Context: an optimization exercise on an open-source flow, tuned for small area, a short achievable clock period and few clock cycles. The choices shown serve that exercise and are no tape-out recipe.
Where RTL was checked, it was by simulation tests only, not by an equivalence proof against the original.
Power and IR drop assume default switching activity.

Setup of run A:
// neural
module neural(input  logic clk, reset, run_inference,
              output logic ready,
              output logic [9:0] RAM_address,
              output logic [7:0] RAM_wd,
              output logic RAM_we,
              input  logic [7:0] RAM_rd);
For scale: roughly 2100 cells after synthesis, roughly 450 flip-flops, about 31 I/O pins, about 23000 um2 of cells after synthesis.
Settings: LEC_CHECK=0, CAP_MARGIN=20, CORE_MARGIN=2, CORE_UTILIZATION=40, CTS_BUF_LIST=sky130_fd_sc_hd__clkbuf_16, CTS_CLUSTER_DIAMETER=80, CTS_CLUSTER_SIZE=24, SLEW_MARGIN=20; clock period 20.0 ns.
standard.sh (not shown) runs the stock make flow with config.mk's settings and CLKGATE_MAP_FILE= SYNTH_SCRIPT=/design/flow/synth_recipe.tcl, a recipe that flattens the netlist after the stock synthesis.
==> flow/flow/run.sh <==
#!/bin/bash
# The standard layout, with faster port buffers than buffer_ports picks by default.
set -euo pipefail
export BUFFER_PORTS_ARGS="-buffer_cell sky130_fd_sc_hd__buf_4"
bash standard.sh > make_finish.log 2>&1
Here is what was changed in the inputs of run B compared with run A.
-- flow/design.v --
<<< run A, line 74
  end
  assign ready = ~busy;
  wire hidden  = (s < Lr - 3'd1);
  wire shneed  = shpend && hidden;
>>> run B, line 74
  end
  assign ready = ~busy;
  wire start = (st == S_IDLE) && run_inference;
  wire hidden  = (s < Lr - 3'd1);
  wire shneed  = shpend && hidden;
<<< run A, line 130
        n_wc0 = 4'd0; n_nsdone = 1'b0;
        n_s = 3'd1; n_rb = 1'b0; n_wc1 = 4'd0; n_nj = 5'd0; n_ph = 1'b0; n_shpend = 1'b1;
        if (run_inference) begin
          n_dk = K_TWO; n_st = S_INP; n_busy = 1'b1; n_addr = 10'd1;
        end
      end
      S_INP: begin
>>> run B, line 131
        n_wc0 = 4'd0; n_nsdone = 1'b0;
        n_s = 3'd1; n_rb = 1'b0; n_wc1 = 4'd0; n_nj = 5'd0; n_ph = 1'b0; n_shpend = 1'b1;
      end
      S_INP: begin
<<< run A, line 209
      vmac <= 1'b0; busy <= 1'b0; RAM_we <= 1'b0; RAM_address <= 10'd0;
    end else begin
      st <= n_st; dk <= n_dk; pk <= dk; rk <= pk; mk <= rk; ck <= mk; vmac <= (ck == K_MAC);
      wv <= vdo && voutl; wend <= vdo && voutl && vendl;
      hc <= (st == S_IDLE && run_inference) ? 2'd1 : (hc == 2'd0) ? 2'd0 : hc + 2'd1;
      busy <= n_busy; RAM_we <= n_we; RAM_address <= n_addr;
    end
  end
>>> run B, line 207
      vmac <= 1'b0; busy <= 1'b0; RAM_we <= 1'b0; RAM_address <= 10'd0;
    end else begin
      st <= start ? S_INP : n_st; dk <= start ? K_TWO : n_dk; pk <= dk; rk <= pk; mk <= rk; ck <= mk; vmac <= (ck == K_MAC);
      wv <= vdo && voutl; wend <= vdo && voutl && vendl;
      hc <= start ? 2'd1 : (hc == 2'd0) ? 2'd0 : hc + 2'd1;
      busy <= start | n_busy; RAM_we <= n_we; RAM_address <= start ? 10'd1 : n_addr;
    end
  end
==> comparison <==
Looking only at internal cell power, and setting everything else aside, the higher value of run A and run B goes to run B.
Between run A and run B, number of antenna violations at the first check in global routing is lower for run A, run B comes in above that.
Post-layout utilization of the core: run B vs run A, no meaningful difference
Looking at run A and run B, the relative area of clock buffers and inverters in the final design is a wash.
Setup slack: run B less than run A
Testbench counts of run B, summed over its fixed seeds: cycles 33,160.
For run A, only the layout was checked, not whether the RTL still works.

---

Another version of the RTL of neural (not shown whole).
Size in the first run: ~420 flip-flops, roughly 31 I/O pins, roughly 0.023 mm^2 of cells after synthesis.
Settings: LEC_CHECK=0, CAP_MARGIN=20, CORE_MARGIN=2, CORE_UTILIZATION=40, CTS_BUF_LIST=sky130_fd_sc_hd__clkbuf_16, CTS_CLUSTER_DIAMETER=100, CTS_CLUSTER_SIZE=30, SLEW_MARGIN=20; clock period 20.0 ns.
Scripts as last shown in full above: flow/flow/run.sh
Testbench counts at the start, summed over its fixed seeds: cycles 32,526.
Then changed:
--- a/flow/design.v
+++ b/flow/design.v
@@ -141,13 +141,13 @@
         end else if (nj == 5'd0 || nj[3:0] < A) begin
           n_dk = K_IN; n_dr = nj; n_nj = nj + 5'd1;
           if (nsdone && nj[3:0] + 4'd1 == A) begin n_st = S_NODE; n_nj = 5'd0; end
         end else begin n_st = S_NODE; n_nj = 5'd0; end
       end
       S_NODE: begin
-        if (s == 3'd1 && nj == 5'd0) n_colbase = {7'd0, Lr} + 10'd2;
+        if (s == 3'd1 && nj == 5'd0) n_colbase = {7'd0, Lr} + 10'd1;
         if (shneed && nj == 5'd0) begin
           n_dk = K_SH; n_dr = {1'b0, A} + 5'd1; n_shpend = 1'b0;
         end else if (!ph) begin
           n_dk = K_MAC; n_dr = {1'b0, A}; n_dbias = 1'b1; n_dlast = (cnd == 15'd0);
           n_dendl = (nj + 5'd1 == B);
           if (nj != 5'd0) n_colbase = colbase + 10'd1;
@@ -189,13 +189,13 @@
       default: ;
     endcase
     case (dk)
       K_TWO:  n_addr = 10'd2;
       K_NS:   n_addr = {7'd0, s} + 10'd2;
       K_IN:   n_addr = {8'(dr[3:0] - 4'd3), 2'b11};
-      K_MAC, K_SH: n_addr = colbase + 10'(dr * B);
+      K_MAC, K_SH: n_addr = colbase + 10'(dr * B) + 10'd1;
       default: ;
     endcase
     if (rk == K_IN) n_wc0 = n_wc0 + 4'd1;
     if (vdo) begin
       if (vrb) n_wc0 = wc0 + 4'd1; else n_wc1 = wc1 + 4'd1;
     end
@@ -204,13 +204,13 @@
       n_st = S_WE;
     end
   end
   always_ff @(posedge clk or posedge reset) begin
     if (reset) begin
       st <= S_IDLE; hc <= 2'd0; dk <= K_NONE; pk <= K_NONE; rk <= K_NONE; mk <= K_NONE;
-      vmac <= 1'b0; ready <= 1'b0; RAM_we <= 1'b0; RAM_address <= 10'd0;
+      vmac <= 1'b0; ready <= 1'b1; RAM_we <= 1'b0; RAM_address <= 10'd0;
     end else begin
       st <= start ? S_INP : n_st; dk <= start ? K_TWO : n_dk; pk <= dk; rk <= pk; mk <= rk; vmac <= (mk == K_MAC);
       hc <= start ? 2'd1 : (hc == 2'd0) ? 2'd0 : hc + 2'd1;
       ready <= !start && n_ready; RAM_we <= n_we; RAM_address <= start ? 10'd1 : n_addr;
     end
   end
@@ -220,13 +220,13 @@
     nspend <= n_nspend; nsdone <= n_nsdone; pos <= n_pos; rowd <= n_rowd; wc0 <= n_wc0; wc1 <= n_wc1;
     RAM_wd <= n_wd;
     dbias <= n_dbias; dfin <= n_dfin; dlast <= n_dlast; drb <= n_drb; doutl <= n_doutl;
     dendl <= n_dendl;
     pr <= dr[3:0]; pbias <= dbias; pfin <= dfin; plast <= dlast; prb <= drb;
     poutl <= doutl; pendl <= dendl;
-    if (dk == K_SH) nxtP <= colbase + 10'(dr * B) + 10'd1;
+    if (dk == K_SH) nxtP <= colbase + 10'(dr * B) + 10'd1;    
     rr <= pr; rbias <= pbias; rfin <= pfin; rlast <= plast; rrb <= prb;
     routl <= poutl; rendl <= pendl;
     case (hc)
       2'd1: Lr <= RAM_rd[2:0];
       2'd2: A <= RAM_rd[3:0];
       2'd3: B <= RAM_rd[4:0];
Result:
- power decreases by 4.2%
- setup slack degrades by 0.12 ns
- routed wire length decreases by 1.7%
- design area decreases by 0.54%
- final cell count decreases by 1.0%
- fmax decreases by 2.2%
- utilization is about the same
- count of clock-buffer cells in the layout stays the same
- via count decreases by 1.2%
- clock skew decreases by 0.016 ns
Testbench counts after the change, summed over its fixed seeds: cycles 32,526.

[static timing again, ports no longer ideal]
In the flow no input, the clock included, has a driving cell. The finished layouts below were timed again as built, in two steps. Step 1, drivers: a clkbuf_16 drives clk and a buf_2 each remaining input, both assumed. Step 2 times the ports against the registers' clock, not the clock port: input delays grow and output delays shrink by t, the midpoint of the rising clock arrivals with the driver on. a / b / c = ideal ports / drivers / drivers and shift; a / b = the first two.
| run | t (ns) | setup WS [ns] | worst hold slack (ns) |
|---|---|---|---|
| run A | 0.649 | 14.845 / 14.785 / 14.540 | 0.314 / 0.314 / 0.314 |
| run B | 0.644 | 14.837 / 14.773 / 14.513 | 0.327 / 0.327 / 0.327 |
| the first run of note 2 | 0.622 | 14.855 / 14.793 / 14.959 | 0.311 / 0.311 / 0.311 |
| the second run of note 2 | 0.621 | 14.738 / 14.680 / 14.502 | 0.333 / 0.333 / 0.333 |
After both steps every run listed still meets setup and hold. For run B, which loses most, drivers alone change the setup slack by -0.064 ns; drivers and shift together by -0.324 ns.
